Source: an optimization exercise on an open RTL-to-GDS flow (aim: small area). Production flows keep margins and buffers that such runs may drop.
Where RTL was checked, it was by simulation tests only, not by an equivalence proof against the original.
The clock port is modelled as an ideal driver, which makes a skipped or thinned clock tree look cheaper than it is; a real chip needs a root buffer or a tree.
Power is estimated from default activity; no workload was simulated.

Setup of 10-07:
==> module servo, before the edit <==
module servo(input clk, input rst, output reg PWM, input [1:0] boton_cambiar_grados);
  localparam [12:0] LO_TOP  = 13'h05e0;
  localparam [12:0] LO_BITS = 13'h1f5f;
  reg [12:0] lo;
  reg [8:0]  hi;
  wire run    = |boton_cambiar_grados;
  wire lo_top = ((lo ^ LO_TOP) & LO_BITS) == 13'd0;
  wire wrap   = hi[8] & hi[7] & hi[5] & hi[2];
  function lt_const(input [8:0] x, input [8:0] k);
    integer i;
    begin
      lt_const = 1'b0;
      for (i = 0; i < 9; i = i + 1)
        lt_const = k[i] ? (~x[i] | lt_const) : (~x[i] & lt_const);
    end
  endfunction
  reg [8:0] hi_inc;
  reg       c;
  integer   i;
  always @(*) begin
    c = run & lo_top;
    for (i = 0; i < 9; i = i + 1) begin
      hi_inc[i] = hi[i] ^ c;
      c = hi[i] & c;
    end
  end
  always @(posedge clk) begin
    if (rst) begin
      PWM <= 1'b0;
      lo <= 13'd0;
      hi <= 9'd0;
    end else begin
      case (boton_cambiar_grados)
        2'd0: PWM <= 1'b1;
        2'd1: PWM <= lt_const(hi, 9'd15);                             
        2'd2: PWM <= lt_const(hi, 9'd30) | ~lt_const(hi, 9'd370);     
        2'd3: PWM <= lt_const(hi, 9'd48);                             
      endcase
      if (wrap | (run & lo_top))
        lo <= 13'd0;
      else if (run)
        lo <= {lo[11:0], ~(lo[12] ^ lo[2])};
      hi <= wrap ? 9'd0 : hi_inc;
    end
  end
endmodule
clock: 25.0 ns
lec_check: 0
abc_area: 1
cap_margin: 20
core_margin: 2
core_utilization: 40
slew_margin: 20
standard.sh (not shown) runs the stock make flow with config.mk's settings and CLKGATE_MAP_FILE= SYNTH_SCRIPT=/design/flow/synth_recipe.tcl, a recipe that flattens the netlist after the stock synthesis.
==> flow/flow/run.sh <==
#!/bin/bash
# Standard ORFS layout with three changes: the port buffers use the
# smallest buffer cell, and the clock tree is a flat one (flow/cts_pre.tcl):
# the clock port drives CTS_NX * CTS_NY buffers, each driving a group of
# flip-flops.
set -euo pipefail
here=$(cd "$(dirname "$0")" && pwd)
export BUFFER_PORTS_ARGS="-buffer_cell sky130_fd_sc_hd__buf_1"
export PRE_CTS_TCL="$here/cts_pre.tcl"
export CTS_NX=2
export CTS_NY=2
export CTS_BUFCELL=sky130_fd_sc_hd__clkbuf_8
export CTS_CLOCK_NET=clk
bash standard.sh > standard.log 2>&1
==> flow/flow/cts_pre.tcl <==
rename clock_tree_synthesis orig_clock_tree_synthesis
proc clock_tree_synthesis { args } {
  set bufname $::env(CTS_BUFCELL)
  set block [ord::get_db_block]
  set db [ord::get_db]
  set master [$db findMaster $bufname]
  set clknet [$block findNet $::env(CTS_CLOCK_NET)]
  set sinks {}
  foreach it [$clknet getITerms] {
    set inst [$it getInst]
    set loc [$inst getLocation]
    lappend sinks [list [lindex $loc 0] [lindex $loc 1] $it]
  }
  # split into CTS_NX columns by x, then each column into CTS_NY rows by y
  set nx $::env(CTS_NX)
  set ny $::env(CTS_NY)
  set sinks [lsort -integer -index 0 $sinks]
  set n [llength $sinks]
  puts "flat clock tree: $n sinks in $nx x $ny groups of $bufname"
  set g 0
  for { set i 0 } { $i < $nx } { incr i } {
    set col [lrange $sinks [expr { $i * $n / $nx }] [expr { ($i + 1) * $n / $nx - 1 }]]
    set col [lsort -integer -index 1 $col]
    set m [llength $col]
    for { set j 0 } { $j < $ny } { incr j } {
      set group [lrange $col [expr { $j * $m / $ny }] [expr { ($j + 1) * $m / $ny - 1 }]]
      set sx 0
      set sy 0
      foreach s $group {
        set sx [expr { $sx + [lindex $s 0] }]
        set sy [expr { $sy + [lindex $s 1] }]
      }
      set cnt [llength $group]
      set bx [expr { $sx / $cnt }]
      set by [expr { $sy / $cnt }]
      set inst [odb::dbInst_create $block $master "clkbuf_flat_$g"]
      set net [odb::dbNet_create $block "clknet_flat_$g"]
      $net setSigType CLOCK
      foreach s $group {
        set it [lindex $s 2]
        $it disconnect
        $it connect $net
      }
      [$inst findITerm A] connect $clknet
      [$inst findITerm X] connect $net
      $inst setLocation $bx $by
      $inst setPlacementStatus PLACED
      puts "  clkbuf_flat_$g: $cnt sinks at ($bx, $by)"
      incr g
    }
  }
  set_propagated_clock [all_clocks]
}
10-07: all stages complete, timing, DRC and antenna checks passed
Relative to 10-07, the following input files were edited for 02-16:
--- a/flow/design.v
+++ b/flow/design.v
@@ -1,48 +1,41 @@
 module servo(input clk, input rst, output reg PWM, input [1:0] boton_cambiar_grados);
-  localparam [12:0] LO_TOP  = 13'h05e0;
-  localparam [12:0] LO_BITS = 13'h1f5f;
-  reg [12:0] lo;
-  reg [8:0]  hi;
-  wire run    = |boton_cambiar_grados;
-  wire lo_top = ((lo ^ LO_TOP) & LO_BITS) == 13'd0;
-  wire wrap   = hi[8] & hi[7] & hi[5] & hi[2];
-  function lt_const(input [8:0] x, input [8:0] k);
+  localparam [21:0] CMASK = 22'h0;
+  reg  [21:0] cst;                   
+  wire [21:0] contador = cst ^ CMASK;
+  function lt_const(input [21:0] x, input [21:0] k);
     integer i;
     begin
       lt_const = 1'b0;
-      for (i = 0; i < 9; i = i + 1)
+      for (i = 0; i < 22; i = i + 1)
         lt_const = k[i] ? (~x[i] | lt_const) : (~x[i] & lt_const);
     end
   endfunction
-  reg [8:0] hi_inc;
-  reg       c;
-  integer   i;
+  wire wrap = contador[21] & contador[11] & contador[9] & contador[8] & contador[5];
+  wire run  = |boton_cambiar_grados;
+  reg [21:0] nxt;
+  reg        c;
+  integer    i;
   always @(*) begin
-    c = run & lo_top;
-    for (i = 0; i < 9; i = i + 1) begin
-      hi_inc[i] = hi[i] ^ c;
-      c = hi[i] & c;
+    c = run;
+    for (i = 0; i < 22; i = i + 1) begin
+      nxt[i] = contador[i] ^ c;
+      c = contador[i] & c;
     end
   end
   always @(posedge clk) begin
     if (rst) begin
       PWM <= 1'b0;
-      lo <= 13'd0;
-      hi <= 9'd0;
+      cst <= CMASK;
     end else begin
       case (boton_cambiar_grados)
         2'd0: PWM <= 1'b1;
-        2'd1: PWM <= lt_const(hi, 9'd15);                             
-        2'd2: PWM <= lt_const(hi, 9'd30) | ~lt_const(hi, 9'd370);     
-        2'd3: PWM <= lt_const(hi, 9'd48);                             
+        2'd1: PWM <= lt_const(contador, 22'd75_000);
+        2'd2: PWM <= lt_const(contador, 22'd150_000) | ~lt_const(contador, 22'd1_850_000);
+        2'd3: PWM <= lt_const(contador, 22'd240_000);
       endcase
-      if (wrap | (run & lo_top))
-        lo <= 13'd0;
-      else if (run)
-        lo <= {lo[11:0], ~(lo[12] ^ lo[2])};
-      hi <= wrap ? 9'd0 : hi_inc;
+      cst <= (wrap ? 22'd0 : nxt) ^ CMASK;
     end
   end
 endmodule
 module ultrasonido1(input ultra, input clk, input rst, input echo,
                     output reg done, output reg trigger, output [15:0] distance);
### Flow results
02-16 went all the way through synthesis, placement and routing and the layout is clean on timing, DRC and antenna. In terms of relative area change from synthesis to final layout, 02-16 and 10-07 differ only marginally. Delta (02-16 minus 10-07): number of sequential storage elements roughly the same, setup slack of the most critical reg-to-reg path fell 1.87 ns. Diff 10-07 -> 02-16: synthesized-area fraction occupied by ao, oa, aoi and oai cells shrank by 0.22 points; final design area excluding fillers went down. Relative to 10-07, first-pass GRT wire length has decreased by 3.2% in 02-16. On worst hold margin, 10-07 tracks 02-16 almost exactly. Measured against 10-07, the total length of routed met3 wires of 02-16 comes out at 0.55 times the reference value. In the tables for 10-07 and 02-16, HPWL reported at the end of detailed placement reads higher with 10-07. Across both runs, minimum period implied by the final worst setup slack was higher for 02-16 than for 10-07. 02-16 vs 10-07: worst path setup slack after routing down in 02-16.
The RTL of 10-07 was laid out without a check of its function. No run of this note takes its clock network from TritonCTS; it comes from the design's own scripts or RTL.

* * *

== juniper ==
radar, a different RTL version from the one above (not shown whole).
Size: ~74 flip-flops, ~25 I/O pins, ~0.0033 mm2 of cells after synthesis.
==> module servo, before the edit <==
module servo(input clk, input rst, output reg PWM, input [1:0] boton_cambiar_grados);
  reg [12:0] lo;
  reg [8:0]  hi;
  wire run    = |boton_cambiar_grados;
  wire lo_top = lo[12] & lo[9] & lo[8] & lo[7] & lo[2] & lo[1] & lo[0];
  wire wrap   = hi[8] & hi[7] & hi[5] & hi[2];      
  wire hi_run = run & lo_top;
  function lt_const(input [8:0] x, input [8:0] k);
    integer i;
    begin
      lt_const = 1'b0;
      for (i = 0; i < 9; i = i + 1)
        lt_const = k[i] ? (~x[i] | lt_const) : (~x[i] & lt_const);
    end
  endfunction
  reg [12:0] lo_inc;
  reg [8:0]  hi_inc;
  reg        c;
  integer    i;
  always @(*) begin
    c = 1'b1;
    for (i = 0; i < 13; i = i + 1) begin
      lo_inc[i] = lo[i] ^ c;
      c = lo[i] & c;
    end
    c = 1'b1;
    for (i = 0; i < 9; i = i + 1) begin
      hi_inc[i] = hi[i] ^ c;
      c = hi[i] & c;
    end
  end
  always @(posedge clk) begin
    if (rst) begin
      PWM <= 1'b0;
      lo <= 13'd0;
      hi <= 9'd0;
    end else begin
      case (boton_cambiar_grados)
        2'd0: PWM <= 1'b1;
        2'd1: PWM <= lt_const(hi, 9'd15);                             
        2'd2: PWM <= lt_const(hi, 9'd30) | ~lt_const(hi, 9'd370);     
        2'd3: PWM <= lt_const(hi, 9'd48);                             
      endcase
      if (wrap) begin
        lo <= 13'd0;
        hi <= 9'd0;
      end else if (run) begin
        lo <= lo_top ? 13'd0 : lo_inc;
        if (lo_top)
          hi <= hi_inc;
      end
    end
  end
endmodule
==> flow/config.mk <==
export PLATFORM = sky130hd
export DESIGN_NAME = radar
export DESIGN_NICKNAME = radar
export VERILOG_FILES = /design/flow/design.v
export SDC_FILE = /design/flow/constraint.sdc
export NUM_CORES = 4
export LEC_CHECK = 0
export ABC_AREA = 1
export CAP_MARGIN = 20
export CORE_MARGIN = 2
export CORE_UTILIZATION = 40
export SLEW_MARGIN = 20
==> flow/constraint.sdc <==
create_clock -name core_clock -period 25.0 [get_ports {clk}]
set_input_delay 5.0000 -clock core_clock [delete_from_list [all_inputs] [get_ports {clk}]]
set_output_delay 5.0000 -clock core_clock [all_outputs]
set_load 0.01 [all_outputs]
run.sh (not shown) runs the stock make flow with config.mk's settings and CLKGATE_MAP_FILE= SYNTH_SCRIPT=/design/flow/synth_recipe.tcl, a recipe that flattens the netlist after the stock synthesis.
Stock flow here: none of the scripts above is used.
diff inputs: juniper => nickel
-- flow/design.v --
<<< juniper, line 1
module servo(input clk, input rst, output reg PWM, input [1:0] boton_cambiar_grados);
  reg [12:0] lo;
  reg [8:0]  hi;
  wire run    = |boton_cambiar_grados;
  wire lo_top = lo[12] & lo[9] & lo[8] & lo[7] & lo[2] & lo[1] & lo[0];
  wire wrap   = hi[8] & hi[7] & hi[5] & hi[2];      
  wire hi_run = run & lo_top;
  function lt_const(input [8:0] x, input [8:0] k);
    integer i;
    begin
      lt_const = 1'b0;
      for (i = 0; i < 9; i = i + 1)
        lt_const = k[i] ? (~x[i] | lt_const) : (~x[i] & lt_const);
    end
  endfunction
  reg [12:0] lo_inc;
  reg [8:0]  hi_inc;
  reg        c;
  integer    i;
  always @(*) begin
    c = 1'b1;
    for (i = 0; i < 13; i = i + 1) begin
      lo_inc[i] = lo[i] ^ c;
      c = lo[i] & c;
    end
    c = 1'b1;
    for (i = 0; i < 9; i = i + 1) begin
      hi_inc[i] = hi[i] ^ c;
      c = hi[i] & c;
    end
  end
>>> nickel, line 1
module servo(input clk, input rst, output reg PWM, input [1:0] boton_cambiar_grados);
  reg [21:0] contador;
  function lt_const(input [21:0] x, input [21:0] k);
    integer i;
    begin
      lt_const = 1'b0;
      for (i = 0; i < 22; i = i + 1)
        lt_const = k[i] ? (~x[i] | lt_const) : (~x[i] & lt_const);
    end
  endfunction
  wire wrap = contador[21] & contador[11] & contador[9] & contador[8] & contador[5];
  wire run  = |boton_cambiar_grados;
  reg [21:0] inc;
  reg        carry;
  integer    i;
  always @(*) begin
    carry = run;
    for (i = 0; i < 22; i = i + 1) begin
      inc[i] = contador[i] ^ carry;
      carry  = contador[i] & carry;
    end
  end
<<< juniper, line 33
    if (rst) begin
      PWM <= 1'b0;
      lo <= 13'd0;
      hi <= 9'd0;
    end else begin
      case (boton_cambiar_grados)
        2'd0: PWM <= 1'b1;
        2'd1: PWM <= lt_const(hi, 9'd15);                             
        2'd2: PWM <= lt_const(hi, 9'd30) | ~lt_const(hi, 9'd370);     
        2'd3: PWM <= lt_const(hi, 9'd48);                             
      endcase
      if (wrap) begin
        lo <= 13'd0;
        hi <= 9'd0;
      end else if (run) begin
        lo <= lo_top ? 13'd0 : lo_inc;
        if (lo_top)
          hi <= hi_inc;
      end
    end
  end
>>> nickel, line 24
    if (rst) begin
      PWM <= 1'b0;
      contador <= 22'd0;
    end else begin
      case (boton_cambiar_grados)
        2'd0: PWM <= 1'b1;
        2'd1: PWM <= lt_const(contador, 22'd75_000);
        2'd2: PWM <= lt_const(contador, 22'd150_000) | ~lt_const(contador, 22'd1_850_000);
        2'd3: PWM <= lt_const(contador, 22'd240_000);
      endcase
      contador <= wrap ? 22'd0 : inc;
    end
  end
### Flow results
Of nickel and juniper, the higher synthesized cell count belongs to juniper.
Routed wire length was higher in the run labelled juniper.
nickel: area growth from synthesis to layout higher than juniper
nickel: non-clock buffer count higher than juniper
nickel: die area lower than juniper
nickel vs. juniper: sum of internal, switching and leakage power has increased; post-synthesis adder-cell area fraction has increased; global-route usage has decreased.
No functional check of the RTL was part of any run of this note.

==> separate check: timing with driven ports <==
In the flow no input, the clock included, has a driving cell. The finished layouts below were timed again as built, in two steps. Step 1, drivers: a clkbuf_16 drives clk and a buf_2 each remaining input, both assumed. Step 2 moves the port delays by t, midway between the first and last clock arrival at a register: inputs arrive t later, outputs are due t later. That takes back most of the time a late clock gives input paths. a / b / c = ideal / step 1 / step 2; a / b = the first two.
run | t (ns) | slack for setup (ns) | worst hold slack (ns) | worst setup path after step 2 | worst data-port slew with drivers (ns)
10-07 | 0.226 | 17.518 / 17.561 / 17.335 | 0.400 / 0.400 / 0.400 | input to register | 0.03
02-16 | 0.224 | 15.711 / 15.748 / 15.525 | 0.398 / 0.398 / 0.398 | input to register | 0.03
juniper | 0.378 | 18.244 / 18.213 / 18.074 | 0.428 / 0.428 / 0.428 | input to register | 0.03
nickel | 0.362 | 15.677 / 15.685 / 15.322 | 0.422 / 0.422 / 0.422 | input to register | 0.03
After both steps setup and hold are still met in every run listed. The setup slack of nickel, which loses most, moves by +0.008 ns with the drivers and by -0.355 ns with both steps.
